Source: an optimization exercise on an open RTL-to-GDS flow (aim: small area and a short achievable clock period). Production flows keep margins and buffers that such runs may drop.
Function was checked by simulation only, so behaviour that the tests miss may differ from the original.
Power and IR drop assume default switching activity.

### flow/run.sh
#!/bin/bash
# synth_recipe.tcl (not shown) runs the flow's synth.tcl, then flattens the netlist and writes it again
# the make line also repeats each setting of config.mk as NAME=value (left out here)
make -C /OpenROAD-flow-scripts/flow DESIGN_CONFIG=/design/flow/config.mk WORK_HOME=/design/flow/orfs CLKGATE_MAP_FILE= SYNTH_SCRIPT=/design/flow/synth_recipe.tcl finish
### flow/config.mk
export PLATFORM = sky130hd
export DESIGN_NAME = PIPELINED_MUL
export DESIGN_NICKNAME = PIPELINED_MUL
export VERILOG_FILES = /design/flow/design.v
export SDC_FILE = /design/flow/constraint.sdc
export NUM_CORES = 4
export LEC_CHECK = 0
export CAP_MARGIN = 20
export CORE_MARGIN = 2
export CORE_UTILIZATION = 40
export SLEW_MARGIN = 20
### flow/constraint.sdc
create_clock -name core_clock -period 4.2 [get_ports {clk}]
set_input_delay 0.8400 -clock core_clock [delete_from_list [all_inputs] [get_ports {clk}]]
set_output_delay 0.8400 -clock core_clock [all_outputs]
set_load 0.01 [all_outputs]
### flow/design.v
`timescale 1ns / 1ps
module ADDER16BIT(data_out,
                  data0,
                  data1);
parameter n=16;    
output[n:0] data_out;
input[n-1:0] data0,
            data1;
assign data_out={1'b0,data0}+{1'b0,data1};                        
endmodule
`timescale 1ns / 1ps
module MUX17BIT2_1(data_out,
                   data0,
                   data1,
                   sel);
parameter n=16;   
output[n:0] data_out;
input[n:0] data0,        
            data1;
input sel;
assign  data_out=sel?data1:data0;                   
endmodule
`timescale 1ns / 1ps
module SUBMODULE(acc_in,
                 md_in,
                 mr_in,
                 clk,
                 rst,
                 acc_out,
                 md_out,
                 mr_out);
parameter n=16,  
          m=16;  
output [n-1:0] acc_out;
output [n-1:0] md_out;
output [m-1:0] mr_out;
input clk,
      rst;
input[n-1:0] acc_in;
input[n-1:0] md_in;
input[m-1:0] mr_in;
wire[n:0] ad_data_out;
wire[n-1:0] ad_data0,
            ad_data1;
wire[n:0] mux_data_out,
          mux_data0,
          mux_data1;
wire mux_sel;
reg[n-1:0] accumulator,
           multiplicand;
reg[m-1:0] multiplier;
ADDER16BIT ad(.data_out(ad_data_out),
                  .data0(ad_data0),
                  .data1(ad_data1));
assign ad_data0=accumulator;
assign ad_data1=multiplicand;
MUX17BIT2_1 mux(.data_out(mux_data_out),
                   .data0(mux_data0),
                   .data1(mux_data1),
                   .sel(mux_sel)); 
assign mux_data0={1'b0,accumulator};
assign mux_data1=ad_data_out;
assign mux_sel=multiplier[0];
always @(posedge clk)
begin
if(rst)
begin
 accumulator<=16'b0;
 multiplicand<=16'b0;
 multiplier<=16'b0;
end 
else
begin
 accumulator<=acc_in;
 multiplicand<=md_in;
 multiplier<=mr_in;
end
end 
assign acc_out=mux_data_out[16:1];
assign md_out=multiplicand;
assign mr_out={mux_data_out[0],multiplier[15:1]};                          
endmodule
`timescale 1ns / 1ps
module PIPELINED_MUL(Product,
                     clk,
                     rst,
                     multiplicand,
                     multiplier);
parameter n=16,    
          m=16;   
output[n+m-1:0] Product;
input[n-1:0] multiplicand;
input[m-1:0] multiplier;
input clk,
      rst;
wire[n-1:0] m0_acc_in,
            m0_md_in,
            m0_acc_out,
            m0_md_out;
wire[m-1:0] m0_mr_in,
            m0_mr_out;
wire m0_clk,
     m0_rst;  
wire[0:m-1] m_acc_out[n-1:0];
wire[0:m-1] m_md_out[n-1:0];
wire[0:m-1] m_mr_out[m-1:0];   
SUBMODULE m0(.acc_in(m0_acc_in),
                 .md_in(m0_md_in),
                 .mr_in(m0_mr_in),
                 .clk(m0_clk),
                 .rst(m0_rst),
                 .acc_out(m0_acc_out),
                 .md_out(m0_md_out),
                 .mr_out(m0_mr_out)); 
assign m0_acc_in=16'b0;
assign m0_md_in=multiplicand;
assign m0_mr_in=multiplier;
assign m0_clk=clk;
assign m0_rst=rst;  
assign m_acc_out[0]=m0_acc_out;
assign m_md_out[0]=m0_md_out;
assign m_mr_out[0]=m0_mr_out;
genvar i;
generate 
 for(i=1;i<m;i=i+1)
  begin
   SUBMODULE stage( m_acc_out[i-1],  
                m_md_out[i-1],  
                m_mr_out[i-1],  
                clk,            
                rst,            
                m_acc_out[i],   
                m_md_out[i],    
                m_mr_out[i]);    
  end
endgenerate  
assign Product = {m_acc_out[m-1],m_mr_out[m-1]};   
endmodule
==> results.cfg <==
[timing]
tightest_slew_ns = 1.033
finalClockSkew_ns = 0.02547
min_period_ns = 4.043
rsz0062_at_grt = yes
fmax_mhz = 247.3
setup_tns_ns = 0
slew_violations = 0
min_period_over_period_pct = 96.26
final_hold_viol_count = 0
setup_ws_ns = 0.1570
slew-limit-headroom_pct = 31.04
setup_viol = 0

[floorplanning]
row_count = 105
die_width_microns = 290.6
dieArea_sq_um = 84430
start_util_pct = 40.20
core_area_sq_um = 81720
io_pins = 66
die_h_microns = 290.6

[synth]
yosys.area_share.xor_xnor_pct = 3.946
yosysSeqAreaShare_pct = 45.77
netlist_area_sq_um = 32850
yosysUniqueCellTypes = 69
synth_compound_area_share_pct = 14.16
syn_avg_cell_area_sq_um = 9.751
async_reset_ff_share_pct = 0
syn_nets = 3657
synth_top_family_by_area = simple AND/OR/NAND/NOR gates
synth-seq-cells = 751
yosysWarnings = 2
yosys.area.top_type_share_pct = 45.77
muxShareOfSynthArea_pct = 3.934
synthAdderAreaFrac_pct = 10.02
ys_top_cells_by_area = dfxtp_1 (46%), nor2b_1 (9.9%), ha_1 (9.1%), mux2i_1 (3.4%), nor2_1 (3.2%)
synth_area_leader_cell = dfxtp_1
synthCells = 3369
synth-edff-count = 0
yosys.area_share.simple_pct = 20.02
synthFlopType = dfxtp_1

[min_path]
hold_class = register to register

[run]
maxCapViolCount = 0

[clocking]
cts_max_path_buffers = 3
path_clk_slew_ns = 0.06
clock-root-buffer = clkbuf_16
clock_sinks = 751
clkLatencyLatePin_ns = 0.64
cts_tree = built
htreeDepth = 3
cts_hold_buffers = 0
cts_buffers = 79

[layout]
fin_area_sq_um = 37430
diodes = 0
drive_gt1_share_pct = 6.095
syn_to_final_growth_pct = 13.93
instances_no_fill = 4548
nets = 3702

[routing]
drt_iter0_drc = 1108
routed_wl_mm = 65.19
via_per_inst = 5.044
dr.pass1.iters = 5
ant_nets = 0
wl_per_cell_microns = 14.33
drc = 0
num_vias = 22940

[setup_path]
worstPathCellList = ha_4, fa_2, a211o_1, a21oi_2, o21ai_2, a2111oi_4, o21bai_2, xor2_1, mux2_2, clkdlybuf4s15_2
startpoint_type = register
cp_slowest_cell = fa_2
end_kind = output port
worst-path-buf-inv = 1
cpLargestDelayFamily = compound AO/OA/AOI/OAI gates
critical_path_class = register to output port
cp.arrival_ns = 3.20
cpPeakStageDelay_ns = 0.34
cp.required_ns = 3.36
critPathMaxFanout = 2

[placed_design]
place_congestion = 0.8722
io_buffers = 65
place_ws_ns = 0.1015
placed_area_sq_um = 34570
dp_cells = 4399
dpl.hpwl_mm = 47.21

[pwr]
vdd_drop_max_v = 0.0003281
power.density_nw_per_um2 = 393.9
power.leakage_uw = 0.01551

[global_routing]
grt_usage_pct = 15.23
grt_pass1_vias = 22340
antenna_found_initial = 1
grt_max_degree = 93
grt_pass1_wl_mm = 109.0
overflow = 0

[outcome]
outcome = complete, no violations
[layout make-up]
| class | count | area, sq um |
|---|---|---|
| inverter | 58 | 217.7 |
| tap | 1070 | 1339 |
| timing repair buffer | 93 | 902.1 |
| multi-input combinational | 2431 | 17170 |
| clock inverter | 37 | 516.7 |
| sequential | 751 | 15040 |
| fill | 7864 | 44290 |
| clock buffer | 108 | 2246 |
[power by group]
| part | total (uW) | internal (uW) | switching [uW] |
|---|---|---|---|
| combinational | 294 | 112 | 182 |
| clock | 7230 | 4300 | 2930 |
| sequential | 7210 | 7180 | 32.2 |
[cells in the final DEF (no fill, tap or decap), types with 39 or more instances in the layout]
| cell | Yosys | layout |
|---|---|---|
| o21ai_0 | 97 | 97 |
| nand2_1 | 109 | 109 |
| nor3b_1 | 40 | 40 |
| a21oi_1 | 184 | 181 |
| inv_1 | 57 | 57 |
| nor2_1 | 284 | 284 |
| mux2i_1 | 110 | 110 |
| a211oi_1 | 67 | 66 |
| clkdlybuf4s50_1 | 0 | 58 |
| nand2b_1 | 50 | 50 |
| dfxtp_1 | 751 | 749 |
| clkbuf_16 | 0 | 79 |
| a21o_1 | 97 | 97 |
| xor2_1 | 51 | 51 |
| xnor2_1 | 97 | 97 |
| nor2b_1 | 520 | 520 |
| a31oi_1 | 39 | 39 |
| ha_1 | 239 | 238 |
[worst paths after layout]
path / from / endpoint / slack, ns / cells after the start
min: genblk1[14].stage.multiplier[13] / genblk1[15].stage.multiplier[12] / 0.43 / 1
max: genblk1[15].stage.multiplicand[0] / Product[29] / 0.16 / 10
min reg2reg: genblk1[14].stage.multiplier[13] / genblk1[15].stage.multiplier[12] / 0.43 / 1
max reg2reg: genblk1[13].stage.multiplicand[0] / genblk1[14].stage.accumulator[9] / 1.38 / 9
[registers in the layout, indices dropped and copies added (netlist names)]
name                        cells
genblk1.stage.accumulator     239
genblk1.stage.multiplicand    240
genblk1.stage.multiplier      240
m0.multiplicand                16
m0.multiplier                  16
[layer usage]
metal | part of all wire [%] | global-route usage, % | wire length (microns)
met5 | 0 | 0 | 0
met3 | 3.0 | 2.180 | 1961
met1 | 46 | 19.14 | 29890
met2 | 49 | 26.88 | 31790
met4 | 2.4 | 4.714 | 1548
[logic make-up (layout without fill, tap and decap cells)]
group / after synthesis / in the layout
AND/OR/NAND/NOR: 1199 / 1199
multiplexers: 127 / 127
XOR/XNOR: 148 / 148
adder cells (fa/ha/maj): 254 / 254
buffers and inverters: 187 / 296
AO/OA/AOI/OAI: 703 / 703
flip-flops: 751 / 751
[synth_stat cells (all sizes together) (37+ instances only)]
cell type and instances:
dfxtp 751, nand3 37, a21o 97, clkbuf 108, inv 57, xor2 51, nand2 109, o21ai 101
xnor2 97, a211oi 67, nor2b 520, nand2b 50, a21oi 185, a31oi 39, ha 239, mux2i 110
nor3b 40, nor2 284
[what timing repair did]
action / 4_1_cts / 5_1_grt
resized for setup: 16 / 8
pin swaps: 6 / 7
endpoints found under the hold margin: 0 / 0
buffers inserted: 3 / 1
setup endpoints to repair: 7 / 5
[metrics by stage]
stage	hold slack, ns	utilization [%]	total power [uW]
6_report	0.4317	45.80	14740
3_5_place_dp	0.4204	42.31	7672
2_1_floorplan	0.4138	-	7571
4_1_cts	0.4339	45.76	14970
3_3_place_gp	0.4159	42.31	7671
5_1_grt	0.4433	45.80	15280

-- static timing again, ports no longer ideal --
In the flow no input, the clock included, has a driving cell. The finished layout below was timed again as built, in two steps.
Step 1 assumes that a clkbuf_16 drives the clock port and a buf_2 every other input.
Step 2 also shifts input and output timing later by t, the mid clock arrival at the registers, as if the neighbouring blocks saw the same clock.
Slacks: no drivers / after step 1 / after step 2; pairs: no drivers / after step 1.
t, ns: 0.682
setup WS [ns]: 0.157 / 0.096 / 0.778
worst setup path after step 2: register to output
latest minus earliest clock arrival (ns): 0.028 / 0.028
slew at the worst register clock pin (ns): 0.06 / 0.06
After both steps setup and hold are still met in this run. For this run, drivers alone change the setup slack by -0.061 ns; drivers and shift together by +0.621 ns.
